What follows belongs to an exercise in optimizing a design on an open flow for small area; a production flow would make more cautious choices. In this exercise RTL edits were held to simulation tests only and were not proved equivalent to the original. Power figures rest on the tool's default switching activity, not on a simulated workload.

Setup of run 1:
==> flow/design.v <==
module PrefixCarry (
    input  [31:0] g,
    input  [31:0] p,
    input         cin,
    output [32:0] c
);
    logic [31:0] G [0:5];
    logic [31:0] P [0:5];
    always_comb begin
        G[0] = g;
        P[0] = p;
        G[0][0] = g[0] | (p[0] & cin);
        for (int l = 0; l < 5; l++) begin
            G[l+1] = G[l];
            P[l+1] = P[l];
            for (int i = 0; i < 32; i++)
                if ((i % (2 << l)) == (2 << l) - 1) begin
                    G[l+1][i] = G[l][i] | (P[l][i] & G[l][i - (1 << l)]);
                    P[l+1][i] = P[l][i] & P[l][i - (1 << l)];
                end
        end
    end
    logic [31:0] D [0:4];
    always_comb begin
        D[4] = G[5];
        for (int l = 3; l >= 0; l--) begin
            D[l] = D[l+1];
            for (int i = 0; i < 32; i++)
                if ((i % (2 << l)) == (1 << l) - 1 && i >= (2 << l))
                    D[l][i] = D[l+1][i] | (P[l][i] & D[l+1][i - (1 << l)]);
        end
    end
    assign c = {D[0], cin};
endmodule
module ShiftCore (
    input  [31:0] bq,
    input  [31:0] bb,
    input         sel,
    input  [4:0]  r,
    input         wrap,
    input         asr,
    input  [31:0] keep,
    output [31:0] yn
);
    wire [31:0] b = sel ? bq : bb;
    wire fill = asr & b[31];
    logic [31:0] s [0:5];
    assign s[0] = b;
    genvar k, i;
    generate for (k = 0; k < 5; k++) begin : st
        for (i = 0; i < 32; i++) begin : bt
            if (i + (1 << k) < 32) begin : in_range
                assign s[k+1][i] = r[k] ? s[k][i + (1 << k)] : s[k][i];
            end else begin : wrapped
                assign s[k+1][i] = r[k] ? (wrap ? s[k][i + (1 << k) - 32] : fill) : s[k][i];
            end
        end
    end endgenerate
    assign yn = ~(s[5] & keep);
endmodule
module ALU (
    input [31:0] aBus,
    input [31:0] barrelOutput,
    input clk,
    input [3:0] aluOp,
    input updateFlags,
    input carryFlag, zeroFlag, overflowFlag, negativeFlag,
    output newCarryFlag, newZeroFlag, newOverflowFlag, newNegativeFlag,
    output [31:0] aluBus
);
    logic [3:0] op;
    always_ff @(posedge clk) op <= aluOp;
    function automatic logic member(input logic [3:0] v, input logic [15:0] set);
        member = set[v];
    endfunction
    wire [3:0] k;
    assign k[0] = member(op, 16'b1000_0100_1100_1100);   
    assign k[1] = member(op, 16'b0011_1010_0011_0010);   
    assign k[2] = member(op, 16'b1101_1010_0011_0010);   
    assign k[3] = member(op, 16'b0011_0101_1100_1101);   
    wire arith  = member(op, 16'b0000_1100_1111_1100);
    wire invA   = member(op, 16'b0000_0000_1000_1000);   
    wire cinOne = member(op, 16'b0000_0100_0000_1100);   
    wire useC   = member(op, 16'b0000_0000_1110_0000);   
    wire gA  = arith & ~invA;
    wire gNA = arith & invA;
    wire cin = cinOne | (useC & carryFlag);
    logic [31:0] p, g;
    always_comb begin
        for (int i = 0; i < 32; i++) begin
            p[i] = k[{aBus[i], barrelOutput[i]}];
            g[i] = ~p[i] & (aBus[i] ? gA : gNA);
        end
    end
    wire [32:0] c;
    PrefixCarry pc (.g(g), .p(p), .cin(cin), .c(c));
    wire [31:0] res = p ^ c[31:0];
    assign aluBus = res;
    assign newCarryFlag    = updateFlags ? c[32] : carryFlag;
    assign newOverflowFlag = updateFlags ? (c[32] ^ c[31]) : overflowFlag;
    assign newZeroFlag     = updateFlags ? (res == 32'd0) : zeroFlag;
    assign newNegativeFlag = updateFlags ? res[31] : negativeFlag;
endmodule
module BarrelShifter(
    input clk,
    input [31:0] b_bus,
    input [1:0] shift_type,
    input [4:0] shift_amount_imm,
    input [7:0] shift_amount_reg,
    input reg_shift,
    output logic [31:0] alu_input
);
    logic [31:0] b_q;
    logic [1:0]  t_q;
    logic [4:0]  n_q;
    logic        big_q;
    wire reg_big = |shift_amount_reg[7:5];
    always_ff @(posedge clk) begin
        b_q   <= b_bus;
        t_q   <= shift_type;
        n_q   <= shift_amount_reg[4:0] | {5{reg_big & (shift_type == 2'b10)}};
        big_q <= reg_big & ~shift_type[1];
    end
    wire [1:0]  t    = reg_shift ? t_q : shift_type;
    wire [4:0]  n    = reg_shift ? n_q : shift_amount_imm;
    wire        zero = reg_shift & big_q;
    wire left = (t == 2'b00);
    wire wrap = (t == 2'b11) | left;    
    wire asr  = (t == 2'b10);
    wire [4:0] r = left ? (5'd0 - n) : n;
    logic [7:0] LT, EQ;
    logic [3:0] LE;
    always_comb begin
        for (int h = 0; h < 8; h++) begin
            LT[h] = ~zero & (~left | (n[4:2] < h));
            EQ[h] = ~zero & left & (n[4:2] == h);
        end
        for (int l = 0; l < 4; l++)
            LE[l] = (n[1:0] <= l);
    end
    logic [31:0] keep;
    always_comb
        for (int i = 0; i < 32; i++)
            keep[i] = LT[i/4] | EQ[i/4] & LE[i%4];
    wire [31:0] yn;
    ShiftCore core (
        .bq(b_q), .bb(b_bus), .sel(reg_shift), .r(r),
        .wrap(wrap), .asr(asr), .keep(keep), .yn(yn)
    );
    assign alu_input = ~yn;
endmodule
module BranchHandler (
    input overflow_flag,
    input carry_flag,
    input zero_flag,
    input negative_flag,
    input[3:0] op_condition_flag,
    output logic should_branch
);
    logic base;
    wire nv = negative_flag ~^ overflow_flag;
    always_comb begin
        case (op_condition_flag[3:1])
            3'd0: base = zero_flag;
            3'd1: base = carry_flag;
            3'd2: base = negative_flag;
            3'd3: base = overflow_flag;
            3'd4: base = carry_flag & ~zero_flag;
            3'd5: base = nv;
            3'd6: base = ~zero_flag & nv;
            default: base = 1'b1;
        endcase
    end
    assign should_branch = base ^ op_condition_flag[0];
endmodule
module ARM7Execute (
    input         clk,
    input  [31:0] a_bus,
    input  [31:0] b_bus,
    input  [1:0]  shift_type,
    input  [4:0]  shift_amount_imm,
    input  [7:0]  shift_amount_reg,
    input         reg_shift,
    input  [3:0]  alu_op,
    input         update_flags,
    input         carry_flag,
    input         zero_flag,
    input         overflow_flag,
    input         negative_flag,
    input  [3:0]  cond,
    output [31:0] alu_bus,
    output        new_carry_flag,
    output        new_zero_flag,
    output        new_overflow_flag,
    output        new_negative_flag,
    output        cond_pass
);
    wire [31:0] shifter_out;
    BarrelShifter barrelShifter (
        .clk(clk),
        .b_bus(b_bus),
        .shift_type(shift_type),
        .shift_amount_imm(shift_amount_imm),
        .shift_amount_reg(shift_amount_reg),
        .reg_shift(reg_shift),
        .alu_input(shifter_out)
    );
    ALU alu (
        .aBus(a_bus),
        .barrelOutput(shifter_out),
        .clk(clk),
        .aluOp(alu_op),
        .updateFlags(update_flags),
        .carryFlag(carry_flag),
        .zeroFlag(zero_flag),
        .overflowFlag(overflow_flag),
        .negativeFlag(negative_flag),
        .newCarryFlag(new_carry_flag),
        .newZeroFlag(new_zero_flag),
        .newOverflowFlag(new_overflow_flag),
        .newNegativeFlag(new_negative_flag),
        .aluBus(alu_bus)
    );
    BranchHandler branchHandler (
        .overflow_flag(overflow_flag),
        .carry_flag(carry_flag),
        .zero_flag(zero_flag),
        .negative_flag(negative_flag),
        .op_condition_flag(cond),
        .should_branch(cond_pass)
    );
endmodule
clock: 13.0 ns
lec_check: 0
abc_area: 1
cap_margin: 0
core_margin: 2
core_utilization: 40
cts_buf_list: sky130_fd_sc_hd__clkbuf_8
slew_margin: 0
standard.sh (not shown) runs the stock make flow with config.mk's settings and CLKGATE_MAP_FILE= SYNTH_SCRIPT=/design/flow/synth_recipe.tcl, a recipe that flattens the netlist after the stock synthesis.
==> flow/flow/run.sh <==
#!/bin/bash
# Standard ORFS layout with these changes:
# - the design's ShiftCore module is replaced by flow/ShiftCore_mapped.v, the
#   same function already mapped to sky130hd cells (written by
#   gen/gen_shiftcore.py); synthesis keeps those cells as they are;
# - synthesis maps the rest with ABC's area mapper (flow/abc_area.script)
#   and skips Yosys's full-adder extraction;
# - the port buffers are the library's smallest buffer (buf_1).
# Every other step is the standard one.
set -euo pipefail
W=$PWD
mkdir -p "$W/orfs_scripts"
cp -r "$FLOW_HOME/scripts/." "$W/orfs_scripts/"
cp "$W/flow/abc_area.script" "$W/orfs_scripts/abc_area.script"
awk '/^module ShiftCore/{skip=1} !skip{print} /^endmodule/{skip=0}' "$W/design.v" > "$W/design_mapped.v"
cat "$W/flow/ShiftCore_mapped.v" >> "$W/design_mapped.v"
grep -c "sky130_fd_sc_hd__" "$W/design_mapped.v" > "$W/mapped_cells.txt"
bash standard.sh VERILOG_FILES="$W/design_mapped.v" SCRIPTS_DIR="$W/orfs_scripts" ABC_AREA=1 ADDER_MAP_FILE= synth > "$W/synth.log" 2>&1
bash standard.sh VERILOG_FILES="$W/design_mapped.v" "BUFFER_PORTS_ARGS=-buffer_cell sky130_fd_sc_hd__buf_1" > "$W/layout.log" 2>&1
==> flow/flow/abc_area.script <==
strash
dch -f
amap
strash
dch -f
amap
topo
Other scripts of this flow, unchanged in this note and not shown: flow/flow/ShiftCore_mapped.v
Run 1: PASS, flow complete, no timing, DRC or antenna violations
[inputs] run 2 vs run 1
Settings: a change of SLEW_MARGIN from 0 to 20; a deleted CTS_BUF_LIST that had been sky130_fd_sc_hd__clkbuf_8; a change of CAP_MARGIN from 0 to 20; a change of CORE_UTILIZATION from 40 to 30.
==> flow/flow/abc_area.script <==
strash
dc2
dch -f
amap
topo
strash
dc2
dch -f
amap
topo
--- outcome ---
- Finished, but not clean: run 2, with negative setup slack.
- Run 2 reports its critical-path cell with the highest stage delay as nor4b_4 while run 1 reports o22ai_1.
- Re number of storage elements in the synthesis netlist: no difference whatsoever between run 1 and run 2.
- Run 2: detailed route wirelength on metal2 is 38% higher than what run 1 reported.
- On sequential power, run 1 tracks run 2 almost exactly.
- In the reports for run 1 and run 2, the larger sequential share of layout area belongs to run 1.
- Via count of the first global-routing pass of run 2 exceeds that of run 1 by more than a quarter.
- Run 2 vs run 1: combinational power up by more than half
- Compared with run 1, run 2 shows a fraction of the cycle the final worst path needs that is 11 points higher.
- Higher length of routed wiring on met1 goes to run 2 over run 1.
- Compare run 1 and run 2 | pin count of the biggest net entering global routing lower: run 2
- Summary of the comparison: global-route wire length before repair is higher in run 2, relative to run 1.
Inputs modified between run 2 and run 3:
Settings: CTS_CLUSTER_DIAMETER newly set to 200; CTS_CLUSTER_SIZE newly set to 24; CORE_UTILIZATION changed from 30 to 40; SLEW_MARGIN changed from 20 to 0; CTS_BUF_LIST newly set to sky130_fd_sc_hd__clkbuf_8; CAP_MARGIN changed from 20 to 0.
==> flow/flow/abc_area.script <==
strash
dch -f
amap
topo
--- outcome ---
- On run 3: share of total power in combinational logic is 5.0 points lower than what run 2 gave.
- Estimated wirelength of the detail-placed design: run 3 < run 2
- Run 3 ran to completion and came out clean on the timing, DRC and antenna checks.
- Ran to the end and failed final checks on negative setup slack: run 2.
- For fmax, dividing the value from run 2 by the value from run 3 gives 0.889.
- Diff run 2 -> run 3: maximum fanout encountered on the critical timing path higher; proportion of cell area occupied by registers up 4.2 points; relative area of clock buffers and inverters in the final design lower; count of plain and timing-repair buffers saw a decrease; proportion of register bits with asynchronous set or reset after synthesis closely matched the old numbers.

==> static timing again, ports no longer ideal <==
The flow's constraints put no driver on any port. The routed layouts listed below were extracted and timed again, unchanged, in two steps.
Step 1 (the two cells are an assumption about what drives the block):
set clk [get_ports {clk}]
set_driving_cell -lib_cell sky130_fd_sc_hd__clkbuf_16 $clk
set_driving_cell -lib_cell sky130_fd_sc_hd__buf_2 [delete_from_list [all_inputs] $clk]
Step 2 also shifts input and output timing later by t, the mid clock arrival at the registers, as if the neighbouring blocks saw the same clock.
Three values: ideal ports, drivers, drivers and shift; two values: the first two.
| run | t, ns | setup WS [ns] | latest minus earliest clock arrival (ns) |
|---|---|---|---|
| run 1 | 0.329 | 0.686 / 0.651 / 0.651 | 0.007 / 0.007 |
| run 2 | 0.318 | -0.734 / -0.775 / -0.775 | 0.010 / 0.009 |
| run 3 | 0.334 | 0.789 / 0.754 / 0.754 | 0.006 / 0.007 |
For run 2, which loses most, drivers alone change the setup slack by -0.041 ns; drivers and shift together by -0.041 ns.
